This design comes from an exercise in tuning for small area, a short achievable clock period and few clock cycles per item on the open sky130 flow, not from production work.
No functional check of the RTL was part of any run shown here.

==> flow/design.v (outline; a module is shown in full before it is edited, if it fits) <==
// module square_root32: 1316 lines
module square_root32(
		input wire iCLOCK,
		input wire inRESET,
		input wire iDATA_REQ,
		output wire oDATA_BUSY,
		input wire [31:0] iDATA,
		output wire oDATA_VALID,
		input wire iDATA_BUSY,
		output wire [15:0] oDATA
	);
  // ...
==> flow/flow/run.sh <==
#!/bin/bash
bash standard.sh SETUP_SLACK_MARGIN=10.9 BUFFER_PORTS_ARGS='-buffer_cell sky130_fd_sc_hd__buf_1' finish > standard.log 2>&1
==> flow/standard.sh <==
#!/bin/bash
# synth_recipe.tcl (not shown) runs the flow's synth.tcl, then flattens the netlist and writes it again
# the make line also repeats each setting of config.mk as NAME=value (left out here)
make -C /OpenROAD-flow-scripts/flow DESIGN_CONFIG=/design/flow/config.mk WORK_HOME=/design/flow/orfs CLKGATE_MAP_FILE= SYNTH_SCRIPT=/design/flow/synth_recipe.tcl "${@:-finish}"
==> flow/config.mk <==
export PLATFORM = sky130hd
export DESIGN_NAME = square_root32
export DESIGN_NICKNAME = square_root32
export VERILOG_FILES = /design/flow/design.v
export SDC_FILE = /design/flow/constraint.sdc
export NUM_CORES = 4
export LEC_CHECK = 0
export ABC_AREA = 1
export CAP_MARGIN = 20
export CORE_MARGIN = 2
export CORE_UTILIZATION = 55
export CTS_BUF_LIST = sky130_fd_sc_hd__clkbuf_16
export CTS_CLUSTER_DIAMETER = 80
export CTS_CLUSTER_SIZE = 28
export SLEW_MARGIN = 20
==> flow/constraint.sdc <==
create_clock -name core_clock -period 15.0 [get_ports {iCLOCK}]
set_input_delay 3.0000 -clock core_clock [delete_from_list [all_inputs] [get_ports {iCLOCK}]]
set_output_delay 3.0000 -clock core_clock [all_outputs]
set_load 0.01 [all_outputs]
==> flow_metrics.tcl, run 1 <==
set metrics [dict create \
    layout.nonclk_buf_frac 0.0771 \
    dr.pass1.iters 17 \
    grt_pass1_wl_um 60000 \
    path_class "reg -> out" \
    grt_start_max_net_pins 71 \
    cts-root-buf "clkbuf_16" \
    multi_input_area_share 0.472 \
    synthTopCellsByCount "nand2_1 (726), inv_1 (267), edfxtp_1 (181)" \
    die-area_um2 28000 \
    syn_area_per_cell_um2 7.26 \
    synth_area_um2 14700 \
    wire_per_inst_um 15.3 \
    slew_violations 0 \
    wl_met1_um 17300 \
    status "timing/DRC/antenna clean" \
    antenna_cells 0 \
    worst_skew_pair.late_latency_ns 0.50 \
    seq-cell-share 0.336 \
    crit_path_top_delay_cell "dfrtp_2" \
    dp_slack_ns 9.82 \
    ff_latch_area_um2 5930 \
    grt_pass1_vias 11800 \
    synth_fa_ha_area_frac 0.0256 \
    cp-start-kind "register" \
    ant_nets 0 \
    multi_input_gates 1514 \
    die_h_um 167 \
    remaining_drc_errors 0 \
    path_clk_slew_ns 0.09 \
    endpoint "oDATA_BUSY" \
]
==> run 2: changes to the inputs <==
--- a/flow/design.v
+++ b/flow/design.v
@@ -28,43 +28,43 @@
 	reg [2:0] r2;
 	reg [27:0] x2;
 	wire [2:0] q3;
 	wire [3:0] r3;
 	wire [25:0] x3;
 	wire [3:0] q4;
 	wire [4:0] r4;
 	wire [23:0] x4;
-	reg [4:0] qn5;
-	wire [4:0] q5 = ~qn5;
-	reg [5:0] r5;
-	reg [21:0] x5;
-	wire [5:0] q6;
-	wire [6:0] r6;
-	wire [19:0] x6;
+	wire [4:0] q5;
+	wire [5:0] r5;
+	wire [21:0] x5;
+	reg [5:0] qn6;
+	wire [5:0] q6 = ~qn6;
+	reg [6:0] r6;
+	reg [19:0] x6;
 	wire [6:0] q7;
 	wire [7:0] r7;
 	wire [17:0] x7;
-	reg [7:0] qn8;
-	wire [7:0] q8 = ~qn8;
-	reg [8:0] r8;
-	reg [15:0] x8;
-	wire [8:0] q9;
-	wire [9:0] r9;
-	wire [13:0] x9;
+	wire [7:0] q8;
+	wire [8:0] r8;
+	wire [15:0] x8;
+	reg [8:0] qn9;
+	wire [8:0] q9 = ~qn9;
+	reg [9:0] r9;
+	reg [13:0] x9;
 	wire [9:0] q10;
 	wire [10:0] r10;
 	wire [11:0] x10;
-	reg [10:0] qn11;
-	wire [10:0] q11 = ~qn11;
-	reg [11:0] r11;
-	reg [9:0] x11;
-	wire [11:0] q12;
-	wire [12:0] r12;
-	wire [7:0] x12;
+	wire [10:0] q11;
+	wire [11:0] r11;
+	wire [9:0] x11;
+	reg [11:0] qn12;
+	wire [11:0] q12 = ~qn12;
+	reg [12:0] r12;
+	reg [7:0] x12;
 	wire [12:0] q13;
 	wire [13:0] r13;
 	wire [5:0] x13;
 	reg [13:0] qn14;
 	wire [13:0] q14 = ~qn14;
 	reg [14:0] r14;
 	reg [3:0] x14;
 	wire [14:0] q15;
@@ -202,23 +202,19 @@
 	assign d4[1] = t4[1] ^ (sn4[1] ^ (t4[0] | sn4[0]));
 	assign d4[2] = t4[2] ^ (sn4[2] ^ h4_1g);
 	assign d4[3] = t4[3] ^ (sn4[3] ^ h4_7g);
 	assign d4[4] = t4[4] ^ (sn4[4] ^ h4_8g);
 	assign d4[5] = t4[5] ^ (sn4[5] ^ h4_12g);
 	assign d4[6] = t4[6] ^ (sn4[6] ^ h4_13g);
 	assign d4[7] = ~h4_14g;
 	wire ge4 = !d4[7];
-	always @(posedge iCLOCK) begin
-		if (adv) begin
-			qn5 <= ~{q4, ge4};
-			r5 <= (ge4 ? d4[5:0] : t4[5:0]);
-			x5 <= x4[21:0];
-		end
-	end
+	assign q5 = {q4, ge4};
+	assign r5 = (ge4 ? d4[5:0] : t4[5:0]);
+	assign x5 = x4[21:0];
 	wire [7:0] t5 = {r5, x5[21:20]};
 	wire [7:0] sn5 = {1'b1, ~q5, 2'b10};
 	wire h5_1g = (t5[1] & sn5[1]) | ((t5[1] | sn5[1]) & (t5[0] | sn5[0]));
 	wire h5_1p = (t5[1] | sn5[1]) & 1'b0;
 	wire h5_2g = (t5[2] & sn5[2]) | ((t5[2] | sn5[2]) & (t5[1] & sn5[1]));
 	wire h5_2p = (t5[2] | sn5[2]) & (t5[1] | sn5[1]);
 	wire h5_3g = (t5[3] & sn5[3]) | ((t5[3] | sn5[3]) & (t5[2] & sn5[2]));
 	wire h5_3p = (t5[3] | sn5[3]) & (t5[2] | sn5[2]);
@@ -256,19 +252,23 @@
 	assign d5[2] = t5[2] ^ (sn5[2] ^ h5_1g);
 	assign d5[3] = t5[3] ^ (sn5[3] ^ h5_8g);
 	assign d5[4] = t5[4] ^ (sn5[4] ^ h5_9g);
 	assign d5[5] = t5[5] ^ (sn5[5] ^ h5_14g);
 	assign d5[6] = t5[6] ^ (sn5[6] ^ h5_15g);
 	assign d5[7] = t5[7] ^ (sn5[7] ^ h5_16g);
 	assign d5[8] = ~h5_17g;
 	wire ge5 = !d5[8];
-	assign q6 = {q5, ge5};
-	assign r6 = (ge5 ? d5[6:0] : t5[6:0]);
-	assign x6 = x5[19:0];
+	always @(posedge iCLOCK) begin
+		if (adv) begin
+			qn6 <= ~{q5, ge5};
+			r6 <= (ge5 ? d5[6:0] : t5[6:0]);
+			x6 <= x5[19:0];
+		end
+	end
 	wire [8:0] t6 = {r6, x6[19:18]};
 	wire [8:0] sn6 = {1'b1, ~q6, 2'b10};
 	wire h6_1g = (t6[1] & sn6[1]) | ((t6[1] | sn6[1]) & (t6[0] | sn6[0]));
 	wire h6_1p = (t6[1] | sn6[1]) & 1'b0;
 	wire h6_2g = (t6[2] & sn6[2]) | ((t6[2] | sn6[2]) & (t6[1] & sn6[1]));
 	wire h6_2p = (t6[2] | sn6[2]) & (t6[1] | sn6[1]);
 	wire h6_3g = (t6[3] & sn6[3]) | ((t6[3] | sn6[3]) & (t6[2] & sn6[2]));
 	wire h6_3p = (t6[3] | sn6[3]) & (t6[2] | sn6[2]);
@@ -383,23 +383,19 @@
 	assign d7[4] = t7[4] ^ (sn7[4] ^ h7_11g);
 	assign d7[5] = t7[5] ^ (sn7[5] ^ h7_18g);
 	assign d7[6] = t7[6] ^ (sn7[6] ^ h7_19g);
 	assign d7[7] = t7[7] ^ (sn7[7] ^ h7_20g);
 	assign d7[8] = t7[8] ^ (sn7[8] ^ h7_21g);
 	assign d7[9] = t7[9] ^ (sn7[9] ^ h7_24g);
 	assign d7[10] = ~h7_25g;
 	wire ge7 = !d7[10];
-	always @(posedge iCLOCK) begin
-		if (adv) begin
-			qn8 <= ~{q7, ge7};
-			r8 <= (ge7 ? d7[8:0] : t7[8:0]);
-			x8 <= x7[15:0];
-		end
-	end
+	assign q8 = {q7, ge7};
+	assign r8 = (ge7 ? d7[8:0] : t7[8:0]);
+	assign x8 = x7[15:0];
 	wire [10:0] t8 = {r8, x8[15:14]};
 	wire [10:0] sn8 = {1'b1, ~q8, 2'b10};
 	wire h8_1g = (t8[1] & sn8[1]) | ((t8[1] | sn8[1]) & (t8[0] | sn8[0]));
 	wire h8_1p = (t8[1] | sn8[1]) & 1'b0;
 	wire h8_2g = (t8[2] & sn8[2]) | ((t8[2] | sn8[2]) & (t8[1] & sn8[1]));
 	wire h8_2p = (t8[2] | sn8[2]) & (t8[1] | sn8[1]);
 	wire h8_3g = (t8[3] & sn8[3]) | ((t8[3] | sn8[3]) & (t8[2] & sn8[2]));
 	wire h8_3p = (t8[3] | sn8[3]) & (t8[2] | sn8[2]);
@@ -464,19 +460,23 @@
 	assign d8[5] = t8[5] ^ (sn8[5] ^ h8_20g);
 	assign d8[6] = t8[6] ^ (sn8[6] ^ h8_21g);
 	assign d8[7] = t8[7] ^ (sn8[7] ^ h8_22g);
 	assign d8[8] = t8[8] ^ (sn8[8] ^ h8_23g);
 	assign d8[9] = t8[9] ^ (sn8[9] ^ h8_27g);
 	assign d8[10] = t8[10] ^ (sn8[10] ^ h8_28g);
 	assign d8[11] = ~h8_29g;
 	wire ge8 = !d8[11];
-	assign q9 = {q8, ge8};
-	assign r9 = (ge8 ? d8[9:0] : t8[9:0]);
-	assign x9 = x8[13:0];
+	always @(posedge iCLOCK) begin
+		if (adv) begin
+			qn9 <= ~{q8, ge8};
+			r9 <= (ge8 ? d8[9:0] : t8[9:0]);
+			x9 <= x8[13:0];
+		end
+	end
 	wire [11:0] t9 = {r9, x9[13:12]};
 	wire [11:0] sn9 = {1'b1, ~q9, 2'b10};
 	wire h9_1g = (t9[1] & sn9[1]) | ((t9[1] | sn9[1]) & (t9[0] | sn9[0]));
 	wire h9_1p = (t9[1] | sn9[1]) & 1'b0;
 	wire h9_2g = (t9[2] & sn9[2]) | ((t9[2] | sn9[2]) & (t9[1] & sn9[1]));
 	wire h9_2p = (t9[2] | sn9[2]) & (t9[1] | sn9[1]);
 	wire h9_3g = (t9[3] & sn9[3]) | ((t9[3] | sn9[3]) & (t9[2] & sn9[2]));
 	wire h9_3p = (t9[3] | sn9[3]) & (t9[2] | sn9[2]);
@@ -645,23 +645,19 @@
 	assign d10[7] = t10[7] ^ (sn10[7] ^ h10_26g);
 	assign d10[8] = t10[8] ^ (sn10[8] ^ h10_27g);
 	assign d10[9] = t10[9] ^ (sn10[9] ^ h10_33g);
 	assign d10[10] = t10[10] ^ (sn10[10] ^ h10_34g);
 	assign d10[11] = t10[11] ^ (sn10[11] ^ h10_35g);
 	assign d10[12] = t10[12] ^ (sn10[12] ^ h10_36g);
 	assign d10[13] = ~h10_37g;
 	wire ge10 = !d10[13];
-	always @(posedge iCLOCK) begin
-		if (adv) begin
-			qn11 <= ~{q10, ge10};
-			r11 <= (ge10 ? d10[11:0] : t10[11:0]);
-			x11 <= x10[9:0];
-		end
-	end
+	assign q11 = {q10, ge10};
+	assign r11 = (ge10 ? d10[11:0] : t10[11:0]);
+	assign x11 = x10[9:0];
 	wire [13:0] t11 = {r11, x11[9:8]};
 	wire [13:0] sn11 = {1'b1, ~q11, 2'b10};
 	wire h11_1g = (t11[1] & sn11[1]) | ((t11[1] | sn11[1]) & (t11[0] | sn11[0]));
 	wire h11_1p = (t11[1] | sn11[1]) & 1'b0;
 	wire h11_2g = (t11[2] & sn11[2]) | ((t11[2] | sn11[2]) & (t11[1] & sn11[1]));
 	wire h11_2p = (t11[2] | sn11[2]) & (t11[1] | sn11[1]);
 	wire h11_3g = (t11[3] & sn11[3]) | ((t11[3] | sn11[3]) & (t11[2] & sn11[2]));
 	wire h11_3p = (t11[3] | sn11[3]) & (t11[2] | sn11[2]);
@@ -753,19 +749,23 @@
 	assign d11[8] = t11[8] ^ (sn11[8] ^ h11_29g);
 	assign d11[9] = t11[9] ^ (sn11[9] ^ h11_36g);
 	assign d11[10] = t11[10] ^ (sn11[10] ^ h11_37g);
 	assign d11[11] = t11[11] ^ (sn11[11] ^ h11_38g);
 	assign d11[12] = t11[12] ^ (sn11[12] ^ h11_39g);
 	assign d11[13] = t11[13] ^ (sn11[13] ^ h11_40g);
 	assign d11[14] = ~h11_41g;
 	wire ge11 = !d11[14];
-	assign q12 = {q11, ge11};
-	assign r12 = (ge11 ? d11[12:0] : t11[12:0]);
-	assign x12 = x11[7:0];
+	always @(posedge iCLOCK) begin
+		if (adv) begin
+			qn12 <= ~{q11, ge11};
+			r12 <= (ge11 ? d11[12:0] : t11[12:0]);
+			x12 <= x11[7:0];
+		end
+	end
 	wire [14:0] t12 = {r12, x12[7:6]};
 	wire [14:0] sn12 = {1'b1, ~q12, 2'b10};
 	wire h12_1g = (t12[1] & sn12[1]) | ((t12[1] | sn12[1]) & (t12[0] | sn12[0]));
 	wire h12_1p = (t12[1] | sn12[1]) & 1'b0;
 	wire h12_2g = (t12[2] & sn12[2]) | ((t12[2] | sn12[2]) & (t12[1] & sn12[1]));
 	wire h12_2p = (t12[2] | sn12[2]) & (t12[1] | sn12[1]);
 	wire h12_3g = (t12[3] & sn12[3]) | ((t12[3] | sn12[3]) & (t12[2] & sn12[2]));
 	wire h12_3p = (t12[3] | sn12[3]) & (t12[2] | sn12[2]);
==> run 2 against run 1 <==
  * Non-clock buffer count down 51
  * Die area up 1.3%
  * Hold slack worse by 0.0088 ns
  * Flip-flop and latch count unchanged
  * First-iteration DRC count down 32%
  * Maximum frequency up 1.4%
  * Worst setup slack better by 0.059 ns
  * Synthesized cell count down 0.40%
  * Global-route usage decreased by 1.7 points
  * Cell count fell by 2.3%
  * Critical endpoint unchanged
==> flow_metrics.tcl, run 2 <==
set metrics [dict create \
    top_level_ports 54 \
    rows 60 \
    hold_path_depth 0 \
    path_class "reg -> out" \
    core_um2 26700 \
    ys_seq_elements 204 \
    reg_top3 "x2 (28), x6 (20)" \
    finalNonFillerCells 2490 \
    grt-ovfl-total 0 \
    syn2layout_area_growth_pct 12.4 \
    fmax_mhz 244 \
    drt_iter0_markers 881 \
    worstPathRequired_ns 12.00 \
    crit_path_top_delay_cell "dfrtp_4" \
    clockBufferDepth 3 \
    tightest_slew_ns 0.925 \
    synth.most_common_cell "nand2_1" \
    dp_hpwl_um 27500 \
    r2r_end "r12[7]$_DFFE_PN_" \
    yosys.area.top_type_share 0.366 \
    reg2reg_depth 28 \
    cts_max_level 1 \
    grt_use_total 0.248 \
    crit_chain "buf_6" \
    slew_violations 0 \
    cp_num_buf_inv 1 \
    synth_edf_count 181 \
    ant_nets 0 \
    largest_register "x2" \
    synth_top_family_by_area "simple AND/OR/NAND/NOR gates" \
    clock_skew_ns 0.0225 \
    gp_congestion 0.960 \
    synth_fa_ha_area_frac 0.0253 \
    final_common_cell "nand2_1" \
    cp_top_family "flip-flops" \
    die-area_um2 28300 \
    finalCriticalPeriod_ns 4.10 \
    start_util 0.556 \
    vias 13100 \
    ys.flop_type "edfxtp_1" \
    fin_crit_sh 0.273 \
    wire_per_inst_um 14.6 \
    regToRegSetupSlack_ns 11.17 \
    drive_above_1_share 0.143 \
    synth_top_area_cell "edfxtp_1" \
    wl_met3_um 2020 \
    min_to "x6[1]$_DFFE_PN_" \
    placedCellCount 2383 \
    remaining_drc_errors 0 \
    yosysSeqAreaShare 0.399 \
    min_path_type "reg -> reg" \
    cp-start-kind "register" \
    cp.arrival_ns 1.10 \
    setup_tns_ns 0 \
    setup-violations-final 0 \
    ys_top_cells_by_area "edfxtp_1 (37%), nand2_1 (17%), inv_1 (6.9%)" \
    fill_cells 2416 \
    syn_area_per_cell_um2 7.38 \
    wl_met1_um 17100 \
    final_cell_mix "nand2_1 (637), inv_1 (267), edfxtp_1 (181)" \
    antenna_found_initial 0 \
    worst_skew_pair.late_latency_ns 0.50 \
    grt_start_max_net_pins 75 \
    cts_inserted_buffers 14 \
    status "timing/DRC/antenna clean" \
    wirelength_um 36300 \
    die_h_um 168 \
    rsz0062_at_grt "true" \
    cts_tree "yes" \
    synth-async-reset-ratio 0.0343 \
    grt_pass1_wl_um 57300 \
    holdBufCountCts 0 \
    synthSimpleGateAreaFrac 0.358 \
    syn-num-nets 2078 \
    synth_area_um2 14800 \
    vias_per_cell 5.25 \
    drv_cap 0 \
    netlist_instances 2012 \
    hold_violations 0 \
    max_slew_margin 0.383 \
    critPathMaxStageDelay_ns 0.49 \
    yosysUniqueCellTypes 59 \
    path_clk_slew_ns 0.10 \
    grt_pass1_vias 11700 \
    wl_met2_um 16400 \
    dr.pass1.iters 6 \
    die_w_um 168 \
    synthTopCellsByCount "nand2_1 (653), inv_1 (273), edfxtp_1 (181)" \
    clkSinkCount 204 \
    numPortBuffers 53 \
    top_layer "met4" \
    min_from "x2[1]$_DFFE_PN_" \
    synth_xor_area_frac 0.0427 \
    muxShareOfSynthArea 0 \
    antenna_cells 0 \
    worstReg2RegStart "r9[3]$_DFFE_PN_" \
    end_kind "primary output" \
    cts-root-buf "clkbuf_16" \
    yosysWarnings 1 \
    largest_register_ffs 28 \
    synth_compound_area_frac 0.0847 \
    crit_fanout 3 \
    final_nets 2207 \
]
-- run 2: cell types whose count changed after synthesis, moves of 7 or more --
| cell | delta |
|---|---|
| nand3_1 | -10 |
| a21oi_1 | +7 |
| nand2_1 | -73 |
| nand2_2 | +16 |
| nand3b_1 | +8 |
| nor2_1 | +8 |
-- run 2: worst max path at each step --
stage	startpoint	to	cells past startpoint
after global routing	qn6[0]$_DFFE_PN_	r9[8]$_DFFE_PN_	24
after CTS	b_skid_valid$_DFF_PN0_	oDATA_BUSY	1
final	b_skid_valid$_DFF_PN0_	oDATA_BUSY	1
after floorplan	iDATA[28]	r2[0]$_DFFE_PN_	5
after detailed placement	qn9[1]$_DFFE_PN_	r12[8]$_DFFE_PN_	24
after global placement	qn9[1]$_DFFE_PN_	r12[4]$_DFFE_PN_	24
-- run 2: timing repair --
| action | 4_1_cts | 5_1_grt |
|---|---|---|
| cloned | 2 | 3 |
| setup buffers | 17 | 61 |
| setup endpoints to repair | 49 | 52 |
| pin swaps | 4 | 13 |
| gates resized for setup | 13 | 52 |
| hold endpoints to repair | 0 | 0 |
-- run 2: final cells by class --
type	count	area [um2]	area share
Inverter	300	1150	0.0689
Tap cell	341	427	0.0256
Timing Repair Buffer	133	823	0.0493
Clock inverter	9	128	0.00765
Multi-Input combinational cell	1488	7860	0.471
Clock buffer	15	375	0.0225
Sequential cell	204	5930	0.355
-- run 2: logic make-up after synthesis --
logic type,after synthesis
simple gates,1170
buf+inv,325
compound gates,213
flops,204
xor+xnor,70
fa+ha+maj,30
-- run 2: per-layer routing --
| layer | track usage | vias up |
|---|---|---|
| li1 | - | 6805 |
| met1 | 0.353 | 5875 |
| met2 | 0.399 | 333 |
| met3 | 0.0350 | 57 |
| met4 | 0.0652 | 0 |
| met5 | 0 | - |
-- run 2: worst register-to-register path, delay by kind of cell (launching register included) --
kind            cells  cell delay, ns
fa+ha+maj           1            0.20
compound gates      3            0.44
flops               1            0.48
simple gates       19            1.99
buf+inv             5            0.48
-- run 2: metrics by stage --
| step | hold WS [ns] | instance area, um2 | util | setup slack, ns |
|---|---|---|---|---|
| final | 0.412 | 16700 | 0.625 | 10.90 |
| after global routing | 0.425 | 16700 | 0.625 | 10.86 |
| after CTS | 0.418 | 16000 | 0.599 | 10.64 |
| after detailed placement | 0.405 | 15300 | 0.572 | 10.23 |
| after global placement | 0.401 | 15300 | 0.572 | 10.24 |
| after floorplan | 0.400 | 14900 | - | 11.13 |

==> re-timing with driven ports <==
The flow's constraints put no driver on any port. The routed layouts listed below were extracted and timed again, unchanged, in two steps.
Step 1, drivers: a clkbuf_16 drives iCLOCK and a buf_2 each remaining input, both assumed.
Step 2, shift: input delay + t, output delay - t, t = (earliest + latest rising clock arrival at the registers) / 2. This alone moves slack from input paths to output paths.
Three values: ideal, step 1, step 2; two values: the first two.
run | t, ns | slack for setup (ns) | hold slack, ns | slew at the worst register clock pin (ns)
run 1 | 0.537 | 10.843 / 10.793 / 10.983 | 0.421 / 0.421 / 0.421 | 0.11 / 0.11
run 2 | 0.541 | 10.902 / 10.849 / 10.953 | 0.412 / 0.412 / 0.412 | 0.11 / 0.11
After both steps setup and hold are still met in every run listed.
